From an optimization exercise on the open Yosys and OpenROAD flow, aimed at small area, a short achievable clock period and few clock cycles; shortcuts taken in it are not production practice.
Function was checked by simulation only, so behaviour that the tests miss may differ from the original.

`design/flow/config.mk`:
```
export PLATFORM = sky130hd
export DESIGN_NAME = RSA_PBL
export DESIGN_NICKNAME = RSA_PBL
export VERILOG_FILES = /design/flow/design.v
export SDC_FILE = /design/flow/constraint.sdc
export NUM_CORES = 8
export LEC_CHECK = 0
export CAP_MARGIN = 20
export CORE_MARGIN = 2
export CORE_UTILIZATION = 40
export SETUP_SLACK_MARGIN = 1.5
export SLEW_MARGIN = 40
```
`design/flow/design.v`:
```
`timescale 1ns / 1ps
module RSA_PBL(
    input clk,
    input rstn,
    input [255:0] indata,  
    input [31:0] pow,  
    input [255:0] modulos,
    input [31:0] mp,  
    output [255:0] outdata, 
    output end_flag
    );
  reg[5:0] state; 
  reg en;  
  reg[255:0] answer;
  reg flag;
  wire Slave_endflag;
  reg pow_bit;
  assign end_flag = flag;
  Slave Slave1(.clk(clk),.en(en),.modulos(modulos),.mp(mp),.indata(indata),
               .multiplicand(answer),
               .endflag(Slave_endflag),.answer(outdata),.pow_bit(pow_bit));
 always@(posedge clk) begin
     if(rstn == 0) begin  
         state <= 6'd0;
         en <= 0;
         answer <= 256'h212ba4f27ffffff5a2c62effffffffcdb939ffffffffff8a15ffffffffffff8e;  
         pow_bit <= pow[31]; 
         flag <= 0;   
     end else begin  
            if (state == 6'd0) begin
                 state<=6'd1; 
                 en <= 1;   
            end else if (state == 6'd1) begin
                 if(Slave_endflag == 1) begin   
                       answer <= outdata;
                       en <= 0;
                       state <= 6'd2;
                       pow_bit <= pow[30];
                 end
            end else if (state == 6'd2) begin
                 en <= 1;   
                 if(Slave_endflag == 1) begin 
                       answer <= outdata;
                       en <= 0;
                       state <= 6'd3;
                       pow_bit <= pow[29];
                 end      
            end else if (state == 6'd3) begin
                 en <= 1;
                 if(Slave_endflag == 1) begin 
                       answer <= outdata;
                       en <= 0;
                       state <= 6'd4;
                       pow_bit <= pow[28];
                 end
            end else if (state == 6'd4) begin
                 en <= 1;
                 if(Slave_endflag == 1) begin 
                       answer <= outdata;
                       en <= 0;
                       state <= 6'd5;
                       pow_bit <= pow[27];
                 end      
            end else if (state == 6'd5) begin
                 en <= 1;
                 if(Slave_endflag == 1) begin 
                       answer <= outdata;
                       en <= 0;
                       state <= 6'd6;
                       pow_bit <= pow[26];
                 end
            end else if (state == 6'd6) begin
                 en <= 1;
                 if(Slave_endflag == 1) begin 
                       answer <= outdata;
                       en <= 0;
                       state <= 6'd7;
                       pow_bit <= pow[25];
                 end
            end else if (state == 6'd7) begin
                 en <= 1;
                 if(Slave_endflag == 1) begin 
                       answer <= outdata;
                       en <= 0;
                       state <= 6'd8;
                       pow_bit <= pow[24];
                 end
             end else if (state == 6'd8) begin
                 en <= 1;
                 if(Slave_endflag == 1) begin 
                       answer <= outdata;
                       en <= 0;
                       state <= 6'd9;
                       pow_bit <= pow[23];
                 end
            end else if (state == 6'd9) begin
                 en <= 1;
                 if(Slave_endflag == 1) begin 
                       answer <= outdata;
                       en <= 0;
                       state <= 6'd10;
                       pow_bit <= pow[22];
                 end
            end else if (state == 6'd10) begin
                 en <= 1;   
                 if(Slave_endflag == 1) begin 
                       answer <= outdata;
                       en <= 0;
                       state <= 6'd11;
                       pow_bit <= pow[21];
                 end      
            end else if (state == 6'd11) begin
                 en <= 1;
                 if(Slave_endflag == 1) begin 
                       answer <= outdata;
                       en <= 0;
                       state <= 6'd12;
                       pow_bit <= pow[20];
                 end
            end else if (state == 6'd12) begin
                 en <= 1;
                 if(Slave_endflag == 1) begin 
                       answer <= outdata;
                       en <= 0;
                       state <= 6'd13;
                       pow_bit <= pow[19];
                 end      
            end else if (state == 6'd13) begin
                 en <= 1;
                 if(Slave_endflag == 1) begin 
                       answer <= outdata;
                       en <= 0;
                       state <= 6'd14;
                       pow_bit <= pow[18];
                 end
            end else if (state == 6'd14) begin
                 en <= 1;
                 if(Slave_endflag == 1) begin 
                       answer <= outdata;
                       en <= 0;
                       state <= 6'd15;
                       pow_bit <= pow[17];
                 end
            end else if (state == 6'd15) begin
                 en <= 1;
                 if(Slave_endflag == 1) begin 
                       answer <= outdata;
                       en <= 0;
                       state <= 6'd16;
                       pow_bit <= pow[16];
                 end
             end else if (state == 6'd16) begin
                 en <= 1;
                 if(Slave_endflag == 1) begin 
                       answer <= outdata;
                       en <= 0;
                       state <= 6'd17;
                       pow_bit <= pow[15];
                 end
            end else if (state == 6'd17) begin
                 en <= 1;
                 if(Slave_endflag == 1) begin 
                       answer <= outdata;
                       en <= 0;
                       state <= 6'd18;
                       pow_bit <= pow[14];
                 end
             end else if (state == 6'd18) begin
                 en <= 1;   
                 if(Slave_endflag == 1) begin 
                       answer <= outdata;
                       en <= 0;
                       state <= 6'd19;
                       pow_bit <= pow[13];
                 end      
            end else if (state == 6'd19) begin
                 en <= 1;
                 if(Slave_endflag == 1) begin 
                       answer <= outdata;
                       en <= 0;
                       state <= 6'd20;
                       pow_bit <= pow[12];
                 end
            end else if (state == 6'd20) begin
                 en <= 1;
                 if(Slave_endflag == 1) begin 
                       answer <= outdata;
                       en <= 0;
                       state <= 6'd21;
                       pow_bit <= pow[11];
                 end      
            end else if (state == 6'd21) begin
                 en <= 1;
                 if(Slave_endflag == 1) begin 
                       answer <= outdata;
                       en <= 0;
                       state <= 6'd22;
                       pow_bit <= pow[10];
                 end
            end else if (state == 6'd22) begin
                 en <= 1;
                 if(Slave_endflag == 1) begin 
                       answer <= outdata;
                       en <= 0;
                       state <= 6'd23;
                       pow_bit <= pow[9];
                 end
            end else if (state == 6'd23) begin
                 en <= 1;
                 if(Slave_endflag == 1) begin 
                       answer <= outdata;
                       en <= 0;
                       state <= 6'd24;
                       pow_bit <= pow[8];
                 end
             end else if (state == 6'd24) begin
                 en <= 1;
                 if(Slave_endflag == 1) begin 
                       answer <= outdata;
                       en <= 0;
                       state <= 6'd25;
                       pow_bit <= pow[7];
                 end
            end else if (state == 6'd25) begin
                 en <= 1;
                 if(Slave_endflag == 1) begin 
                       answer <= outdata;
                       en <= 0;
                       state <= 6'd26;
                       pow_bit <= pow[6];
                 end
            end else if (state == 6'd26) begin
                 en <= 1;   
                 if(Slave_endflag == 1) begin 
                       answer <= outdata;
                       en <= 0;
                       state <= 6'd27;
                       pow_bit <= pow[5];
                 end      
            end else if (state == 6'd27) begin
                 en <= 1;
                 if(Slave_endflag == 1) begin 
                       answer <= outdata;
                       en <= 0;
                       state <= 6'd28;
                       pow_bit <= pow[4];
                 end
            end else if (state == 6'd28) begin
                 en <= 1;
                 if(Slave_endflag == 1) begin 
                       answer <= outdata;
                       en <= 0;
                       state <= 6'd29;
                       pow_bit <= pow[3];
                 end      
            end else if (state == 6'd29) begin
                 en <= 1;
                 if(Slave_endflag == 1) begin 
                       answer <= outdata;
                       en <= 0;
                       state <= 6'd30;
                       pow_bit <= pow[2];
                 end
            end else if (state == 6'd30) begin
                 en <= 1;
                 if(Slave_endflag == 1) begin 
                       answer <= outdata;
                       en <= 0;
                       state <= 6'd31;
                       pow_bit <= pow[1];
                 end
            end else if (state == 6'd31) begin
                 en <= 1;
                 if(Slave_endflag == 1) begin 
                       answer <= outdata;
                       en <= 0;
                       pow_bit <= pow[0];
                       state <= 6'd32;
                 end
            end  else if (state == 6'd32) begin
                 en <= 1;
                 if(Slave_endflag == 1) begin 
                      answer <= outdata;
                      flag <= 1;
                 end
            end              
     end                      
 end
endmodule
module Slave(input clk,input en,input[255:0] modulos,input[31:0] mp,
                    input[255:0] indata,input pow_bit,
                    input[255:0] multiplicand,
                    output endflag,output[255:0] answer);
        reg [4:0] STAT; 
        reg endflag_kari;
        reg[255:0] answer1;
        reg[31:0] multiplier_part;
        reg[255:0] multiplicand1;
        wire[287:0] data1 = multiplicand1 * multiplier_part; 
        wire[31:0] data2 = answer1 + data1;
        wire[31:0] data3 = data2[31:0];
        wire[31:0] data4 = data3 * mp;   
        wire[287:0] data5 = data4 * modulos;  
        wire[287:0] data6 = answer + data5 + data1;
        wire[255:0] answer_next = data6[287:32];
        assign endflag = endflag_kari;
        assign answer = answer1;
           always@(posedge clk)begin
              if(en == 0)begin  
                  STAT<=5'd0;        
                  endflag_kari <= 0;
                  answer1 <= 256'b0;
                  multiplicand1 <= multiplicand;
                  multiplier_part <= multiplicand[31:0];
              end else begin  
                 if (STAT == 5'd0) begin
                    multiplier_part <= multiplicand[63:32];
                    answer1 <= answer_next; 
                    STAT <= STAT+1;
                 end if (STAT == 5'd1) begin
                    multiplier_part <= multiplicand[95:64];
                    answer1 <= answer_next; 
                    STAT <= STAT+1;
                 end if (STAT == 5'd2) begin
                    multiplier_part <= multiplicand[127:96];
                    answer1 <= answer_next;
                    STAT <= STAT+1;
                 end if (STAT == 5'd3) begin
                    multiplier_part <= multiplicand[159:128];
                    answer1 <= answer_next;
                    STAT <= STAT+1;
                 end if (STAT == 5'd4) begin
                    multiplier_part <= multiplicand[191:160];
                    answer1 <= answer_next; 
                    STAT <= STAT+1;
                 end if (STAT == 5'd5) begin
                    multiplier_part <= multiplicand[223:192];
                    answer1 <= answer_next; 
                    STAT <= STAT+1;    
                 end if (STAT == 5'd6) begin
                    multiplier_part <= multiplicand[255:224];
                    answer1 <= answer_next; 
                    STAT <= STAT+1;  
                 end if (STAT == 5'd7) begin
                    if (pow_bit == 1) begin 
                       STAT <= STAT+1;
                       answer1 <= answer_next;
                    end else if (pow_bit == 0) begin
                       STAT <= 5'd17; 
                       answer1 <= answer_next;
                       endflag_kari <= 1;   
                    end 
                 end if (STAT == 5'd8) begin
                    multiplicand1 <= answer1;
                    answer1 <= 256'b0;
                    multiplier_part <= indata[31:0];
                    STAT <= STAT+1;
                 end if (STAT == 5'd9) begin
                    multiplier_part <= indata[63:32];
                    answer1 <= answer_next;
                    STAT <= STAT +1;                     
                 end if (STAT == 5'd10) begin
                    multiplier_part <= indata[95:64];
                    answer1 <= answer_next;
                    STAT <= STAT +1;                     
                 end if (STAT == 5'd11) begin
                    multiplier_part <= indata[127:96];
                    answer1 <= answer_next;
                    STAT <= STAT +1;                     
                 end if (STAT == 5'd12) begin
                    multiplier_part <= indata[159:128];
                    answer1 <= answer_next;
                    STAT <= STAT +1;                     
                 end if (STAT == 5'd13) begin
                    multiplier_part <= indata[191:160];
                    answer1 <= answer_next;
                    STAT <= STAT +1;                     
                 end if (STAT == 5'd14) begin
                    multiplier_part <= indata[223:192];
                    answer1 <= answer_next;
                    STAT <= STAT +1;                     
                 end if (STAT == 5'd15) begin
                    multiplier_part <= indata[255:224];
                    answer1 <= answer_next;
                    STAT <= STAT +1;                     
                 end if (STAT == 5'd16) begin
                    answer1 <= answer_next;
                    STAT <= STAT +1;   
                    endflag_kari <= 1;                  
                 end if (STAT == 5'd17) begin
                    endflag_kari <= 0;            
                 end     
              end
           end
    endmodule
```
`design/flow/constraint.sdc`:
```
create_clock -name core_clock -period 30.0 [get_ports {clk}]
set_input_delay 6.0000 -clock core_clock [delete_from_list [all_inputs] [get_ports {clk}]]
set_output_delay 6.0000 -clock core_clock [all_outputs]
set_load 0.01 [all_outputs]
```
`design/flow/run.sh`:
```
#!/bin/bash
# synth_recipe.tcl (not shown) runs the flow's synth.tcl, then flattens the netlist and writes it again
# the make line also repeats each setting of config.mk as NAME=value (left out here)
make -C /OpenROAD-flow-scripts/flow DESIGN_CONFIG=/design/flow/config.mk WORK_HOME=/design/flow/orfs CLKGATE_MAP_FILE= SYNTH_SCRIPT=/design/flow/synth_recipe.tcl finish
```
==> results by group <==
Route
  – Uppermost layer routed: met5
  – Via Count: between 400k and 500k
  – Avg WL per Cell: a little under 30 um
  – Drt via density: 5.37
  – Met2 WL: about 950 mm
  – Met3 wire len: between 300 and 400 mm
  – Wl on met1: 876 mm
  – # DRC: 0
  – DRT antenna net count: 0
  – DR iter-0 viols: between 40000 and 50000
  – Routed WL: between 2000 and 2500 mm
  – Pre-antenna DRT Iters: 22

Flow run
  – MaxCap Viol Count: 0

Setup path
  – CP peak stage delay: between 0.5 and 0.6 ns
  – CP endpoint kind: flop
  – R2R setup slack: around 2.3 ns
  – Crit path DAT: between 20 and 30 ns
  – Setup crit start kind: flop
  – Crit-path most repeated cell: fa_1
  – Slowest cell on crit path: fa_1
  – R2r worst-path depth: 98
  – Crit path kind: reg2reg
  – CP max FO: 24
  – Worst r2r dst: Slave1.answer1[253]
  – CP required: just over 30 ns
  – Reg2reg start: Slave1.multiplicand1[6]

STA
  – FMAX: 36.1 MHz
  – Fin. max-slew vios: 0
  – RSZ-0062 raised after global routing: true
  – Final Setup Violations: 0
  – Final WS setup: about 2.3 ns
  – Min cycle time layout: 27.73 ns
  – Hold Slack: approximately 0.46 ns
  – Final Hold Viols: 0
  – Worst slew pin tran: roughly 1.2 ns
  – Final period util: between 90 and 100%
  – Total Negative Setup Slacks: 0 ns
  – Worst rel slew slack: approximately 22%
  – Clock Skew: approximately 0.18 ns

Yosys
  – Fraction of synthesized area in multiplexers: less than 1%
  – Post-synthesis simple-gate area fraction: 15.4%
  – Main combinational cell family by area after synthesis: adder cells
  – Syn_nets: around 80000
  – Largest cells by area after synthesis: fa_1 59%, inv_1 11%, nand2_1 10%, and2_1 3.3%, clkbuf_1 2.7%
  – XOR/XNOR Fraction of Synth Area: under 10%
  – Register area share after synthesis: approximately 3.5%
  – Post-synth top area share: between 50% and 60%
  – Ys async rst share: 0%
  – Compound-cell area share of the yosys netlist: under 10%
  – Syn Area/Cell: around 9 um2
  – Top-count cell post-synth: fa_1
  – #FFs+latches synth: 815
  – EDFF count, synth: 289
  – Cells after synthesis: 62016
  – Synthesized area: ~550000 um2
  – Largest area contributor in the synthesized netlist: fa_1
  – Synth cell count leaders: 16182 x fa_1, 16036 x inv_1, 15070 x nand2_1
  – Synth Area in Adders: slightly above 60%
  – Main flop type after synthesis: dfxtp_1
  – Ys Warns: 2
  – Distinct cells, synth: 95

Min path
  – HP Class: reg2reg
  – Worst Hold End: Slave1.answer1[121]
  – WHS Path Cells: 2
  – Hold Startpoint: Slave1.answer1[121]

Placed design
  – Area post-placement: 575000 um2
  – Dpl ws: between 0.8 and 0.9 ns
  – Placer Congestion: ~1.0
  – Dpl cells: approximately 78000
  – Port bufs: approximately 830
  – Post-DP HPWL: around 1900 mm

GRT
  – Total gr overflow: 0
  – Tot GR Track Use: between 30% and 40%
  – First-pass GRT wire length: 3310 mm
  – Antenna violations before repair: 350
  – Pin count of the biggest net entering global routing: between 100 and 150
  – Number of global-route vias before repair: about 450k

Die
  – Die area: approximately 1400000 um2
  – Chip height: approximately 1.2 mm
  – Starting Density: about two fifths
  – Die Width: approximately 1.2 mm
  – Num rows: roughly 430
  – Core footprint: between 1000000 and 1500000 um2
  – Io pins: 835

Clock network
  – CTS root buffer: clkbuf_16
  – H-Tree Depth: 3
  – Clock latency (worst-skew pair): ~1.1 ns
  – Hold Buf Count CTS: 0
  – CTS Sinks: 815
  – CTS tree: yes
  – Clk slew on worst S/H paths: approximately 0.060 ns
  – CTS max path bufs: 4
  – CTS Buf Count: approximately 120

Layout
  – Finished Layout Cells: just under 80000
  – Layout Area Growth over Synthesis: 6.88%
  – FILL cells: between 100k and 150k
  – Post-layout net count: 78457
  – Layout cell share with drive strength beyond 1: roughly 4.1%
  – Post-route cell area: between 500000 and 600000 um2
  – Fin util: a little over two fifths

Status
  – Status: finished clean
layout by cell type, fill, tap and decap left out, types with 75 or more instances in the layout:
cell type	count
xnor2_2	75
buf_4	1365
nand2b_1	336
o211ai_1	207
a21o_1	318
nand3_1	232
buf_6	75
and2_1	2853
nor2b_1	78
a21oi_1	1026
clkdlybuf4s50_1	773
nor2_1	504
clkbuf_16	133
a21boi_0	89
ha_1	1102
o21bai_1	184
o21ai_0	708
nand2_1	15049
nor3_1	147
fa_1	16180
inv_1	16032
edfxtp_1	289
nand4_1	285
mux2_2	247
buf_12	110
dfxtp_1	500
xnor2_1	348
xor2_1	175
diode_2	472
sequential cells by signal, summed over array words and instances, names as in the netlist:
register	count
Slave1.STAT	5
Slave1.answer1	256
Slave1.endflag_kari	1
Slave1.multiplicand1	256
Slave1.multiplier_part	32
answer	256
en	1
flag	1
pow_bit	1
state	6
critical path, delay by kind of cell (launching register included):
family	cells	cell delay, ns
adder cells (fa/ha/maj)	27	12.43
AO/OA/AOI/OAI	23	4.88
XOR/XNOR	17	3.34
flip-flops	1	0.51
AND/OR/NAND/NOR	17	4.31
buffers and inverters	14	1.94
per-layer routing:
metal	vias up	global-route usage [%]
met1	226252	44.1
met3	4367	13.2
met5	-	0.619
met2	22917	48.5
met4	166	17.2
li1	171263	-
kinds of logic after synthesis:
logic type,count (synthesis)
xor+xnor,663
buf+inv,20013
fa+ha+maj,17306
compound gates,3217
flops,815
simple gates,19749
mux,253
worst max-delay path by stage:
stage,from,depth (start not counted),slack (ns),to
6_report,Slave1.multiplicand1[6],98,2.27,Slave1.answer1[253]
5_1_grt,Slave1.multiplier_part[3],106,1.45,Slave1.answer1[255]
4_1_cts,Slave1.multiplicand1[11],104,1.59,Slave1.answer1[255]
3_5_place_dp,Slave1.multiplier_part[2],105,0.90,Slave1.answer1[246]
3_3_place_gp,Slave1.multiplier_part[3],100,0.66,Slave1.answer1[246]
2_1_floorplan,Slave1.multiplier_part[2],104,5.72,Slave1.answer1[208]
repair_timing:
| action | 4_1_cts | 5_1_grt |
|---|---|---|
| setup buffers | 61 | 22 |
| endpoints found under the setup margin | 35 | 68 |
| pin swaps | 1 | 22 |
| cloned | 0 | 2 |
| resized for setup | 7 | 122 |
cell type report:
cell class	count	area (um2)	area share, %
diodes	472	1180	0.203
clock buffers	157	3440	0.590
clock inverters	68	679	0.117
inverters	16036	60200	10.3
multi-input cells	41188	453000	77.8
flip-flops and latches	815	19300	3.30
well taps	18060	22600	3.88
repair buffers	2411	21900	3.76
Testbench counts, summed over its fixed seeds: cycles 59,331.

[static timing again, ports no longer ideal]
In the flow no input, the clock included, has a driving cell. The finished layout below was timed again as built, in two steps. Step 1, drivers: a clkbuf_16 drives clk and a buf_2 each remaining input, both assumed. Step 2, shift: input delay + t, output delay - t, t = (earliest + latest rising clock arrival at the registers) / 2. This alone moves slack from input paths to output paths. Three values: ideal ports, drivers, drivers and shift; two values: the first two.
t (ns): 1.100
setup slack, ns: 2.268 / 2.267 / 2.267
hold slack, ns: 0.461 / 0.461 / 0.461
slew at the worst register clock pin (ns): 0.08 / 0.08
After both steps setup and hold are still met in this run. For this run, drivers alone change the setup slack by -0.001 ns; drivers and shift together by -0.001 ns.
